This design comes from an exercise in tuning for small area and a short achievable clock period on the open sky130 flow, not from production work.
Function not checked in this run: the RTL went through the layout flow alone.

==> flow/design.v <==
module DSP(A,B,C,D,CLK,CARRYIN,OPMODE,BCIN,RSTA,RSTB,RSTM,RSTP,RSTC,RSTD,RSTCARRYIN,RSTOPMODE,
          CEA,CEB,CEM,CEP,CEC,CED,CECARRYIN,CEOPMODE,PCIN,BCOUT,PCOUT,P,M,CARRYOUT,CARRYOUTF);
    parameter A0REG=0;
    parameter B0REG=0;
    parameter CREG=1;
    parameter DREG=1;
    parameter A1REG=1;
    parameter B1REG=1;
    parameter MREG=1;
    parameter PREG=1;
    parameter CARRYINREG=1;
    parameter CARRYOUTREG=1;
    parameter OPMODEREG=1;
    parameter CARRYINSEL="OPMODE5";
    parameter B_INPUT="DIRECT";
    parameter RSTTYPE="SYNC"; 
    input CLK,CARRYIN,RSTA,RSTB,RSTM,RSTP,RSTC,RSTD,RSTCARRYIN,RSTOPMODE;
    input CEA,CEB,CEM,CEP,CEC,CED,CECARRYIN,CEOPMODE;
    input[7:0] OPMODE;
    input[17:0] A,B,D,BCIN;
    input[47:0] C,PCIN;
    output CARRYOUT,CARRYOUTF;
    output [17:0] BCOUT;
    output [35:0] M;
    output [47:0] P,PCOUT;
    reg[17:0] A_stag1,B_stag1,D_stag1,add_wire1,add_mux,A_stag2,B_stag2;
    reg[47:0] C_stag1;
    reg[7:0] OPMODE_stag1;
    wire[17:0] B_mux0,D_mux1,B_mux1,A_mux1,B_mux2,A_mux2;
    wire[47:0] C_mux1;
    wire[7:0] OPMODE_mux1;
    wire[35:0] mult_wire,M_mux;
    reg[35:0] M_stag1;
    wire CIN_mux,CIN;
    reg CYI_stag1,cout,CYO_stag1;
    reg[47:0] X_mux,Z_mux,add_wire2,P_stag1;
    generate
    	if(B_INPUT=="DIRECT")
      	  assign B_mux0=B;
    	else if(B_INPUT=="CASCADE")
    	  assign B_mux0=BCIN;
    	else 
    	  assign B_mux0=0;    
    endgenerate
    generate
    	if(RSTTYPE=="SYNC")begin
    		always @(posedge CLK) begin
    			if (RSTA) begin  
                    A_stag1<=0;
                    A_stag2<=0;
                end
                else if(CEA) begin
                    A_stag1<=A;
                    A_stag2<=A_mux1;
                end 
                if (RSTB) begin   
                    B_stag1<=0;
                    B_stag2<=0;
                end
                else if(CEB) begin
                    B_stag1<=B_mux0;
                    B_stag2<=add_mux;
                end
                if (RSTC)   
                    C_stag1<=0;
                else if(CEC)
                    C_stag1<=C;    
                if (RSTD)   
                    D_stag1<=0;
                else if(CED)
                    D_stag1<=D;
                if (RSTOPMODE)   
                    OPMODE_stag1<=0;
                else if(CEOPMODE)
                    OPMODE_stag1<=OPMODE;
                if(RSTM)
                    M_stag1<=0;
                else if(CEM)
                    M_stag1<=mult_wire;
                if(RSTCARRYIN)begin
                    CYI_stag1<=0;
                    CYO_stag1<=0;
                end
                else if(CECARRYIN) begin  
                    CYI_stag1<=CIN_mux;
                    CYO_stag1<=cout;
                end
                if(RSTP)
                    P_stag1<=0;
                else if(CEP) 
                    P_stag1<=add_wire2;
            end
        end
        else if (RSTTYPE=="ASYNC") begin
            always @(posedge CLK or posedge RSTA or posedge RSTB or posedge RSTM
                          or posedge RSTP or posedge RSTC or posedge RSTD 
                          or posedge RSTCARRYIN or posedge RSTOPMODE ) begin
                if (RSTA) begin  
                    A_stag1<=0;
                    A_stag2<=0;
                end
                else if(CEA) begin
                    A_stag1<=A;
                    A_stag2<=A_mux1;
                end 
                if (RSTB) begin   
                    B_stag1<=0;
                    B_stag2<=0;
                end
                else if(CEB) begin
                    B_stag1<=B_mux0;
                    B_stag2<=add_mux;
                end
                if (RSTC)   
                    C_stag1<=0;
                else if(CEC)
                    C_stag1<=C;    
                if (RSTD)   
                    D_stag1<=0;
                else if(CED)
                    D_stag1<=D;
                if (RSTOPMODE)   
                    OPMODE_stag1<=0;
                else if(CEOPMODE)
                    OPMODE_stag1<=OPMODE;
                if(RSTM)
                    M_stag1<=0;
                else if(CEM)
                    M_stag1<=mult_wire;
                if(RSTCARRYIN)begin
                    CYI_stag1<=0;
                    CYO_stag1<=0;
                end
                else if(CECARRYIN) begin  
                    CYI_stag1<=CIN_mux;
                    CYO_stag1<=cout;
                end
                if(RSTP)
                    P_stag1<=0;
                else if(CEP) 
                    P_stag1<=add_wire2;
            end
        end
    endgenerate
    generate
    	if(DREG)
    	  assign D_mux1=D_stag1;
    	else 
    	  assign D_mux1=D;
    	if(B0REG)
    	  assign B_mux1=B_stag1;
    	else 
    	  assign B_mux1=B_mux0;
    	if(A0REG)
    	  assign A_mux1=A_stag1;
    	else 
    	  assign A_mux1=A;
    	if(CREG)
    	  assign C_mux1=C_stag1;
    	else
    	  assign C_mux1=C;
    	if(OPMODEREG)
    	  assign OPMODE_mux1=OPMODE_stag1;
    	else 
    	  assign OPMODE_mux1=OPMODE;        	
    endgenerate
    always @(*) begin
    	if(!OPMODE_mux1[6])
    	  add_wire1=D_mux1+B_mux1;
    	else 
    	  add_wire1=D_mux1-B_mux1; 
        if(OPMODE_mux1[4])
          add_mux=add_wire1;
        else 
          add_mux=B_mux1;  
    end
    generate
    	if(B1REG)
    	  assign B_mux2=B_stag2;
    	else
    	  assign B_mux2=add_mux;
        assign BCOUT=B_mux2;
    	if(A1REG)
    	  assign A_mux2=A_stag2;
    	else 
    	  assign A_mux2=A_mux1;
    endgenerate
    assign mult_wire=B_mux2*A_mux2;
    generate
      if(MREG)
        assign M_mux=M_stag1;
      else 
        assign M_mux=mult_wire;   
      assign M=M_mux; 
    endgenerate
    generate
       if(CARRYINSEL=="OPMODE5")
         assign CIN_mux=OPMODE_mux1[5];
       else if(CARRYINSEL=="CARRYIN")
         assign CIN_mux=CARRYIN;
       else 
         assign CIN_mux=0;
       if(CARRYINREG)
         assign CIN=CYI_stag1;
       else 
         assign CIN=CIN_mux;      
    endgenerate
    always @(*) begin
        case(OPMODE_mux1[1:0])
        0: X_mux=0;
        1: X_mux={{12{M_mux[35]}},M_mux};
        2: X_mux=PCOUT;
        3: X_mux={D_mux1[11:0],A_mux2,B_mux2};
        endcase
        case(OPMODE_mux1[3:2])
        0: Z_mux=0;
        1: Z_mux=PCIN;
        2: Z_mux=P;
        3: Z_mux=C_mux1;
        endcase
    end
    always @(*) begin
        if(!OPMODE_mux1[7])
          {cout,add_wire2}=X_mux+Z_mux+CIN;
        else 
          {cout,add_wire2}=Z_mux-(X_mux+CIN);   
    end
    generate
       if(CARRYOUTREG)
          assign CARRYOUT=CYO_stag1;
       else 
          assign CARRYOUT=cout;
       assign CARRYOUTF=CARRYOUT;
    endgenerate
    generate
        if(PREG)
          assign P=P_stag1;
        else 
          assign P=add_wire2; 
        assign PCOUT=P; 
    endgenerate
endmodule
==> flow/run.sh <==
#!/bin/bash
# synth_recipe.tcl (not shown) runs the flow's synth.tcl, then flattens the netlist and writes it again
# the make line also repeats each setting of config.mk as NAME=value (left out here)
make -C /OpenROAD-flow-scripts/flow DESIGN_CONFIG=/design/flow/config.mk WORK_HOME=/design/flow/orfs CLKGATE_MAP_FILE= SYNTH_SCRIPT=/design/flow/synth_recipe.tcl finish
==> flow/config.mk <==
export PLATFORM = sky130hd
export DESIGN_NAME = DSP
export DESIGN_NICKNAME = DSP
export VERILOG_FILES = /design/flow/design.v
export SDC_FILE = /design/flow/constraint.sdc
export NUM_CORES = 4
export LEC_CHECK = 0
export CAP_MARGIN = 20
export CORE_MARGIN = 2
export CORE_UTILIZATION = 40
export SLEW_MARGIN = 20
==> flow/constraint.sdc <==
create_clock -name core_clock -period 8.0 [get_ports {CLK}]
set_input_delay 1.6000 -clock core_clock [delete_from_list [all_inputs] [get_ports {CLK}]]
set_output_delay 1.6000 -clock core_clock [all_outputs]
set_load 0.01 [all_outputs]
==> results_dict.tcl <==
set metrics [dict create \
    slew-limit-headroom_pct 27.37 \
    placeableCoreArea_mm2 0.06716 \
    crit_type "register to register" \
    yosysWarnings 1 \
    hp-class "register to register" \
    die_h_um 264.6 \
    first_pass_iters 6 \
    avgSynthCellArea_um2 8.235 \
    cap_violations 0 \
    ctsResizeCount 0 \
    clk_pin_slew_ns 0.08 \
    synth_edf_count 0 \
    post-dp-hpwl_mm 71.18 \
    synth_area_mm2 0.02716 \
    drc 0 \
    crit_start "A_stag2[3]" \
    synth.distinct_cells 76 \
    critPathTopFamily "adder cells" \
    fin_skew_ns 0.01823 \
    grt_use_total_pct 25.35 \
    multi_input_area_mm2 0.02049 \
    reg2reg_from "A_stag2[3]" \
    grt_pass1_vias 23250 \
    gp_congestion 0.9744 \
    area_growth_pct 16.13 \
    synth_top_flop_cell "dfxtp_1" \
    cts_tree "yes" \
    via_per_inst 5.373 \
    peakVddDrop_mv 0.1398 \
    finalSetupViolCount 0 \
    clock-root-buffer "clkbuf_16" \
    final_net_count 4199 \
    synth_seq_cells 196 \
    syn_nets 4020 \
    hold_viol 0 \
    fin_setup_tns_ns 0 \
    cts_setup_buffers 0 \
    status "no timing/DRC/antenna violations" \
    synthArstFlopShare_pct 0 \
    period_share_pct 92.69 \
    die_area_mm2 0.07000 \
    fin_crit_ns 7.415 \
    synth.area.top_cells "fa_1 19%, dfxtp_1 14%, ha_1 12%" \
    crit_buf_inv 3 \
    worst_path_largest_cell_delay_ns 0.92 \
    grt_pass1_wl_mm 136.5 \
    overflow 0 \
    cts_max_level 4 \
    worstMarginPinSlew_ns 1.088 \
    wl_per_cell_um 20.30 \
    initial_utilization_pct 40.44 \
    wl_mm 88.63 \
    antenna_found_initial 11 \
    path_cells "nand2_1 -> fa_1 -> fa_1 -> fa_1 -> inv_1 -> fa_1 -> fa_1 -> inv_1 -> fa_1 -> inv_1 -> ha_1 -> a21o_1 -> a21o_1 -> a21o_1 -> a21oi_1 -> o21a_1 -> o221a_2 -> o21ai_0 -> a21oi_1 -> o21ai_0 -> a21oi_1 -> or4b_2 -> o311ai_0" \
    seq_area_frac_synth_pct 14.45 \
    drive_gt1_share_pct 5.989 \
    numCtsBuffers 17 \
    p_leak_nw 15.11 \
    crit_required_ns 8.39 \
    crit_arrival_ns 7.81 \
    io-pin-count 346 \
    fin_total_pwr_mw 4.391 \
    drt.antenna.violating_nets 0 \
    critPathMaxFanout 20 \
    layout.area.seq_mm2 0.003930 \
    pwr_density_cell_mw_per_mm2 139.2 \
    maxSlewViolCount 0 \
    post-synth-top-area-cell "fa_1" \
    start_kind "register" \
    synth_top_area_share_pct 19.24 \
    postCtsHoldBufs 0 \
    num_vias 23460 \
    slowest_stage "dfxtp_1" \
    clock_sinks 196 \
    die_width_um 264.6 \
    path_common_cell "fa_1" \
    drt_iter0_markers 1503 \
    clk_latency_ns 0.52 \
    worstHoldStart "C_stag1[10]" \
    netlist_instances 3298 \
    io_buffers 326 \
    fill_cells 6691 \
    clockBufferDepth 2 \
    rsz0062_at_grt "no" \
    grt_max_degree 75 \
    worst_setup_path_end_kind "register" \
    rows 95 \
    fmax_ghz 0.1349 \
]
[synthesized netlist by cell type, types with 6 or more instances]
library cell,count
a211oi_1,46
a21boi_0,7
a21o_1,71
a21oi_1,161
a22o_1,71
a22oi_1,27
a31oi_1,18
and2_1,138
and3_1,15
buf_1,18
buf_4,49
clkbuf_1,166
dfxtp_1,196
fa_1,261
ha_1,267
inv_1,451
mux2_2,81
mux2i_1,153
nand2_1,289
nand2b_1,26
nand3_1,22
nand4_1,11
nor2_1,319
nor2b_1,24
nor3_1,42
nor4_1,7
o2111ai_1,7
o211ai_1,10
o21a_1,12
o21ai_0,69
o21bai_1,21
o31ai_1,8
or2_2,6
or3_1,8
xnor2_1,96
xor2_1,42
[sequential cells by signal (all words and copies together), names as in the netlist]
signal,flops
C_stag1,48
P_stag1,48
M_stag1,36
A_stag2,18
B_stag2,18
D_stag1,18
OPMODE_stag1,8
CYI_stag1,1
CYO_stag1,1
[power by group]
group          switching [mW]  internal, mW  total, mW
sequential              0.165          1.06       1.23
combinational            1.22         0.998       2.22
clock                   0.497         0.450      0.948
[through the flow]
stage | hold WS [ns] | std cells | setup WS [ns] | area (um^2) | util (%)
6_report | 0.4921 | 4366 | 0.5847 | 31540 | 46.96
5_1_grt | 0.5135 | 4363 | 0.2074 | 31530 | 46.95
4_1_cts | 0.4976 | 4363 | 0.6425 | 31540 | 46.96
3_5_place_dp | 0.4786 | 4331 | 0.6805 | 30950 | 46.08
3_3_place_gp | 0.4678 | 4331 | 0.6960 | 30950 | 46.08
2_1_floorplan | 0.4544 | 3298 | 1.307 | 27160 | -
[path summary, 6_finish.rpt]
path                       to  slack [ns]  cells past startpoint
setup / recovery  M_stag1[34]        0.58                     23
setup reg to reg  M_stag1[34]        0.58                     23
hold reg to reg   C_stag1[10]        0.49                      2
hold / removal    C_stag1[10]        0.49                      2
[metal layers]
metal	track usage, %	wire [um]	vias to the layer above
li1	-	-	11170
met1	34.28	39280	11430
met2	41.54	41100	736
met3	4.830	6451	101
met4	6.465	1674	18
met5	0	121	-
[tightest hold or removal path, stage by stage (launching register included)]
cell and delay, ns:
dfxtp_1 0.33, mux2i_1 0.06, nor2_1 0.07
[layout by cell type (no fill, tap or decap), drive strengths merged, types with 81 or more instances in the layout]
cell type,count
inv,456
nor2,319
clkdlybuf4s50,319
nand2,289
ha,267
fa,261
dfxtp,196
a21oi,162
mux2i,153
and2,138
xnor2,96
mux2,81
[final cells by class]
type	instances	share of cell area (%)
repair buffers	393	11.83
well taps	873	3.463
clock buffers	20	1.416
flip-flops and latches	196	12.46
clock inverters	12	0.4443
inverters	452	5.379
diodes	3	0.02380
multi-input cells	2417	64.98
[cells by family after synthesis]
family,synth area share (%)
AOI/OAI and AO/OA,14.84
xor gates and xnor gates,4.450
adders and majority gates,31.54
buffers and inverters,10.14
DFF,14.45
muxes,8.997
and+or+nand+nor,15.58

==> afterwards: timing with drivers on the ports <==
In the flow no input, the clock included, has a driving cell. The finished layout below was timed again as built, in two steps.
Step 1 assumes that a clkbuf_16 drives the clock port and a buf_2 every other input.
Step 2, shift: input delay + t, output delay - t, t = (earliest + latest rising clock arrival at the registers) / 2. This alone moves slack from input paths to output paths.
a / b / c = ideal / step 1 / step 2; a / b = the first two.
t (ns): 0.574
slack for setup (ns): 0.585 / 0.585 / 0.585
worst setup path after step 2: register to register
After both steps this run still meets setup and hold. For this run, drivers alone change the setup slack by 0.000 ns; drivers and shift together by 0.000 ns.
